From an optimization exercise on the open Yosys and OpenROAD flow, aimed at small area; shortcuts taken in it are not production practice.
Where RTL was checked, it was by simulation tests only, not by an equivalence proof against the original.

// fp_mult
module fp_mult (clk, reset, a, b, res);
  input clk;
  input reset;
  input [31:0] a;
  input [31:0] b;
  output reg [31:0] res;
  wire [7:0] xe0;
  wire [23:0] ma0, mb0;
  fpm_pre pre (.a(a), .b(b), .xe(xe0), .ma(ma0), .mb(mb0));
  reg s1;
  reg [7:0] xe1;
  reg [23:0] ma1, mb1;
  always @(posedge clk) begin
    s1 <= a[31] ^ b[31];
    xe1 <= xe0;
    ma1 <= ma0;
    mb1 <= mb0;
  end
  wire [24:0] ph1;
  wire g1;
  fpm_mul mul (.ma(ma1), .mb(mb1), .ph(ph1), .g(g1));
  reg s2;
  reg [7:0] xe2;
  reg [24:0] ph2;
  reg g2;
  always @(posedge clk) begin
    s2 <= s1;
    xe2 <= xe1;
    ph2 <= ph1;
    g2 <= g1;
  end
  wire [30:0] r2;
  fpm_round rnd (.xe(xe2), .ph(ph2), .g(g2), .r(r2));
  reg [31:0] r3;
  always @(posedge clk) r3 <= {s2, r2};
  always @(posedge clk) res <= reset ? r3 : 32'd0;
endmodule
For scale: ~98 I/O pins.
clock: 8.0 ns
lec_check: 0
cap_margin: 0
core_margin: 2
core_utilization: 60
cts_buf_list: sky130_fd_sc_hd__clkbuf_8
slew_margin: 0
synth_hierarchical: 1
synth_minimum_keep_size: 0
run.sh (not shown) runs the stock make flow with config.mk's settings and CLKGATE_MAP_FILE= SYNTH_SCRIPT=/design/flow/synth_recipe.tcl, a recipe that flattens the netlist after the stock synthesis.
The baseline went through all stages and came out clean.
Rerun with:
==> flow/flow/run.sh (new file) <==
#!/bin/bash
# Layout flow: the standard ORFS flow (standard synthesis unchanged),
# with the port buffers that global placement inserts made plain buf_1
# cells instead of the tool's default choice. Every input and output port
# still gets its own buffer.
set -euo pipefail
export BUFFER_PORTS_ARGS="-buffer_cell sky130_fd_sc_hd__buf_1"
bash standard.sh > standard_flow.log 2>&1
==> flow/standard.sh (new file) <==
#!/bin/bash
# synth_recipe.tcl (not shown) runs the flow's synth.tcl, then flattens the netlist and writes it again
# the make line also repeats each setting of config.mk as NAME=value (left out here)
make -C /OpenROAD-flow-scripts/flow DESIGN_CONFIG=/design/flow/config.mk WORK_HOME=/design/flow/orfs CLKGATE_MAP_FILE= SYNTH_SCRIPT=/design/flow/synth_recipe.tcl "${@:-finish}"
removed: flow/run.sh
What happened: Core utilization drops by 2.2 points; non-clock buffer count rises by 2; setup slack is worse by 0.17 ns; wire length rose by 3.8%; die area is unchanged; flip-flop and latch count does not change; via count came out higher by 0.80%.
No functional check of the RTL was part of any run of this note.

* * *

## run 1
fp_mult, a different RTL version from the one above (not shown whole).
Size in the first run: about 1,500 cells after synthesis, about 160 flip-flops, about 98 I/O pins.
==> flow/design.v (excerpt) <==
module fp_mult (clk, reset, a, b, res);
  input clk;
  input reset;
  input [31:0] a;
  input [31:0] b;
  output reg [31:0] res;
  wire [7:0] xe0;
  wire [23:0] ma0, mb0;
  fpm_pre pre (.a(a), .b(b), .xe(xe0), .ma(ma0), .mb(mb0));
  reg s1;
  reg [7:0] xe1;
  reg [23:0] ma1, mb1;
  always @(posedge clk) begin
    s1 <= a[31] ^ b[31];
    xe1 <= xe0;
    ma1 <= ma0;
    mb1 <= mb0;
  end
  wire [24:0] ph1;
  wire g1;
  fpm_mul mul (.ma(ma1), .mb(mb1), .ph(ph1), .g(g1));
  reg s2;
  reg [7:0] xe2;
  reg [24:0] ph2;
  reg g2;
  always @(posedge clk) begin
    s2 <= s1;
    xe2 <= xe1;
    ph2 <= ph1;
    g2 <= g1;
  end
  wire [30:0] r2;
  fpm_round rnd (.xe(xe2), .ph(ph2), .g(g2), .r(r2));
  reg [31:0] r3;
  always @(posedge clk) r3 <= {s2, r2};
  always @(posedge clk) res <= reset ? r3 : 32'd0;
endmodule
clock: 8.0 ns
lec_check: 0
cap_margin: 0
core_margin: 2
core_utilization: 70
cts_buf_list: sky130_fd_sc_hd__clkbuf_8
slew_margin: 0
synth_hierarchical: 1
synth_minimum_keep_size: 0
standard.sh (not shown) runs the stock make flow with config.mk's settings and CLKGATE_MAP_FILE= SYNTH_SCRIPT=/design/flow/synth_recipe.tcl, a recipe that flattens the netlist after the stock synthesis.
==> flow/flow/run.sh <==
#!/bin/bash
# Layout flow: the standard ORFS flow (standard synthesis unchanged) with
#  - plain buf_1 cells as the port buffers global placement inserts (every
#    input and output port still gets its own buffer);
#  - clock tree built from clkbuf_8 (clkbuf_16 at the root), without the
#    dummy loads CTS otherwise adds for balancing.
set -euo pipefail
export BUFFER_PORTS_ARGS="-buffer_cell sky130_fd_sc_hd__buf_1"
export CTS_ARGS="-sink_clustering_enable -repair_clock_nets -buf_list sky130_fd_sc_hd__clkbuf_8 -root_buf sky130_fd_sc_hd__clkbuf_16 -dont_use_dummy_load"
bash standard.sh > standard_flow.log 2>&1
Run 1 | stages: all done | timing, DRC, antenna: all pass
[inputs] run 2 vs run 1
# run 1
export LEC_CHECK = 0
export CAP_MARGIN = 0
export CORE_MARGIN = 2
export CORE_UTILIZATION = 70
export CTS_BUF_LIST = sky130_fd_sc_hd__clkbuf_8
export SLEW_MARGIN = 0
export SYNTH_HIERARCHICAL = 1
export SYNTH_MINIMUM_KEEP_SIZE = 0
create_clock -name core_clock -period 8.0 [get_ports {clk}]
# run 2
export LEC_CHECK = 0
export CAP_MARGIN = 0
export CORE_MARGIN = 2
export CORE_UTILIZATION = 60
export CTS_BUF_LIST = sky130_fd_sc_hd__clkbuf_8
export SLEW_MARGIN = 0
export SYNTH_HIERARCHICAL = 1
export SYNTH_MINIMUM_KEEP_SIZE = 0
create_clock -name core_clock -period 8.0 [get_ports {clk}]
Findings:
Taking run 1 as the reference, in run 2 number of buffers on the longest clock path shows no meaningful change; sequential share of layout area shows no meaningful change. Taking run 1 as the reference, in run 2 via count down 2.4%, post-DP HPWL up 5.1%. Compared to run 1, run 2 has shortest clock period the worst path allows after layout 0.20 ns lower. Worst-path cell with the longest stage delay: sky130_fd_sc_hd__nor2b_2 -> run 2, sky130_fd_sc_hd__fa_1 -> run 1.
Relative to run 2, the following input files were edited for run 3:
# run 2
export LEC_CHECK = 0
export CAP_MARGIN = 0
export CORE_MARGIN = 2
export CORE_UTILIZATION = 60
export CTS_BUF_LIST = sky130_fd_sc_hd__clkbuf_8
export SLEW_MARGIN = 0
export SYNTH_HIERARCHICAL = 1
export SYNTH_MINIMUM_KEEP_SIZE = 0
create_clock -name core_clock -period 8.0 [get_ports {clk}]
# run 3
export LEC_CHECK = 0
export ABC_AREA = 1
export CAP_MARGIN = 0
export CORE_MARGIN = 2
export CORE_UTILIZATION = 60
export CTS_BUF_LIST = sky130_fd_sc_hd__clkbuf_8
export SLEW_MARGIN = 0
export SYNTH_HIERARCHICAL = 1
export SYNTH_MINIMUM_KEEP_SIZE = 0
create_clock -name core_clock -period 8.0 [get_ports {clk}]
Findings:
Run 3 completed; timing, DRC and antenna clean
Diff run 2 -> run 3: final routed wirelength across all metal layers grew by about 34%, post-route cell area grew by about 36%.
Delta (run 3 minus run 2): share of synthesized area occupied by flip-flops and latches fell by 4.8 points; post-synthesis area per instance fell by about 40%.
For run 4, these inputs were changed with respect to run 3:
# run 3
export LEC_CHECK = 0
export ABC_AREA = 1
export CAP_MARGIN = 0
export CORE_MARGIN = 2
export CORE_UTILIZATION = 60
export CTS_BUF_LIST = sky130_fd_sc_hd__clkbuf_8
export SLEW_MARGIN = 0
export SYNTH_HIERARCHICAL = 1
export SYNTH_MINIMUM_KEEP_SIZE = 0
create_clock -name core_clock -period 8.0 [get_ports {clk}]
# run 4
export LEC_CHECK = 0
export CAP_MARGIN = 0
export CORE_MARGIN = 2
export CORE_UTILIZATION = 60
export CTS_BUF_LIST = sky130_fd_sc_hd__clkbuf_8
export GPL_TIMING_DRIVEN = 0
export SLEW_MARGIN = 0
export SYNTH_HIERARCHICAL = 1
export SYNTH_MINIMUM_KEEP_SIZE = 0
create_clock -name core_clock -period 8.0 [get_ports {clk}]
diff --git a/flow/flow/run.sh b/flow/flow/run.sh
--- a/flow/flow/run.sh
+++ b/flow/flow/run.sh
@@ -1,4 +1,6 @@
 #!/bin/bash
 # Layout flow: the standard ORFS flow (standard synthesis unchanged) with
+#  - the buffers synthesis inserted removed at floorplan (global placement
+#    is not timing-driven here, so it would not remove them);
 #  - plain buf_1 cells as the port buffers global placement inserts (every
 #    input and output port still gets its own buffer);
@@ -6,4 +8,5 @@
 #    dummy loads CTS otherwise adds for balancing.
 set -euo pipefail
+export REMOVE_ABC_BUFFERS=1
 export BUFFER_PORTS_ARGS="-buffer_cell sky130_fd_sc_hd__buf_1"
 export CTS_ARGS="-sink_clustering_enable -repair_clock_nets -buf_list sky130_fd_sc_hd__clkbuf_8 -root_buf sky130_fd_sc_hd__clkbuf_16 -dont_use_dummy_load"
==> comparison <==
Run 4 completed every stage of the flow, and the final layout passed the timing, DRC and antenna checks.
The fraction of the core area covered by cells at the end of the flow of run 4 exceeds that of run 3 by 0.59 points.
Run comparison: run 3 most heavily used metal layer in global routing met2; run 4 most heavily used metal layer in global routing met1
What run 4 reported for critical path depth has to be multiplied by 1.18 to get the figure for run 3.
Wire length on met1 shrinks by more than a quarter when moving from run 3 to run 4.

* * *

fp_mult again, from the RTL that the note above started with.
export LEC_CHECK = 0
export CAP_MARGIN = 0
export CORE_MARGIN = 2
export CORE_UTILIZATION = 60
export CTS_BUF_LIST = sky130_fd_sc_hd__clkbuf_8
export PLACE_DENSITY = 0.8
export SLEW_MARGIN = 0
export SYNTH_HIERARCHICAL = 1
export SYNTH_MINIMUM_KEEP_SIZE = 0
create_clock -name core_clock -period 8.0 [get_ports {clk}]
==> flow/flow/run.sh <==
#!/bin/bash
# Layout flow: the standard ORFS flow (standard synthesis unchanged) with
#  - plain buf_1 cells as the port buffers global placement inserts (every
#    input and output port still gets its own buffer);
#  - clock tree built from clkbuf_8 (clkbuf_16 at the root), without the
#    dummy loads CTS otherwise adds for balancing.
set -euo pipefail
export BUFFER_PORTS_ARGS="-buffer_cell sky130_fd_sc_hd__buf_1"
export CTS_ARGS="-sink_clustering_enable -repair_clock_nets -buf_list sky130_fd_sc_hd__clkbuf_8 -root_buf sky130_fd_sc_hd__clkbuf_16 -dont_use_dummy_load"
bash standard.sh > standard_flow.log 2>&1
The starting point passed the timing, DRC and antenna checks.
==> next run, changes <==
==> flow/flow/run.sh (replaced) <==
#!/bin/bash
# Layout flow: the standard ORFS flow (standard synthesis unchanged),
# with the port buffers that global placement inserts made plain buf_1
# cells instead of the tool's default choice. Every input and output port
# still gets its own buffer.
set -euo pipefail
export BUFFER_PORTS_ARGS="-buffer_cell sky130_fd_sc_hd__buf_1"
bash standard.sh > standard_flow.log 2>&1
- CTS_BUF_LIST: sky130_fd_sc_hd__clkbuf_8 -> sky130_fd_sc_hd__clkbuf_4 sky130_fd_sc_hd__clkbuf_8 sky130_fd_sc_hd__clkbuf_16
- CTS_CLUSTER_SIZE: unset -> 30
- PLACE_DENSITY: 0.8 -> unset
Outcome: Global-route usage rises by 1.7 points. Via count falls slightly. Setup slack improved by 0.079 ns.

[separate check: timing with driven ports]
No port has a modelled driver above. Below, the same layouts with a new extraction and two added sets of constraints. Step 1 (the two cells are an assumption about what drives the block):
set clk [get_ports {clk}]
set_driving_cell -lib_cell sky130_fd_sc_hd__clkbuf_16 $clk
set_driving_cell -lib_cell sky130_fd_sc_hd__buf_2 [delete_from_list [all_inputs] $clk]
Step 2 adds t to the input delays and takes it off the output delays; t is the mean of the earliest and latest rising clock arrival at the registers after step 1. Input paths then give back, and output paths get back, about the clock's delay inside the block. Slacks: ideal ports / drivers / drivers and shift; pairs: ideal ports / drivers.
run | t, ns | setup slack, ns | latest minus earliest clock arrival (ns) | pins driven straight from the clock port
the first run of note 1 | 0.531 | 0.498 / 0.498 / 0.498 | 0.021 / 0.020 | 1
the second run of note 1 | 0.528 | 0.333 / 0.333 / 0.333 | 0.015 / 0.015 | 1
run 1 | 0.422 | 0.578 / 0.578 / 0.578 | 0.052 / 0.052 | 1
run 2 | 0.438 | 0.773 / 0.773 / 0.773 | 0.047 / 0.047 | 1
run 3 | 0.486 | 1.133 / 1.133 / 1.133 | 0.050 / 0.050 | 1
run 4 | 0.439 | 0.335 / 0.335 / 0.335 | 0.033 / 0.033 | 1
the first run of note 3 | 0.426 | 0.727 / 0.727 / 0.727 | 0.034 / 0.033 | 1
the second run of note 3 | 0.498 | 0.806 / 0.806 / 0.806 | 0.023 / 0.023 | 1
After both steps setup and hold are still met in every run listed.
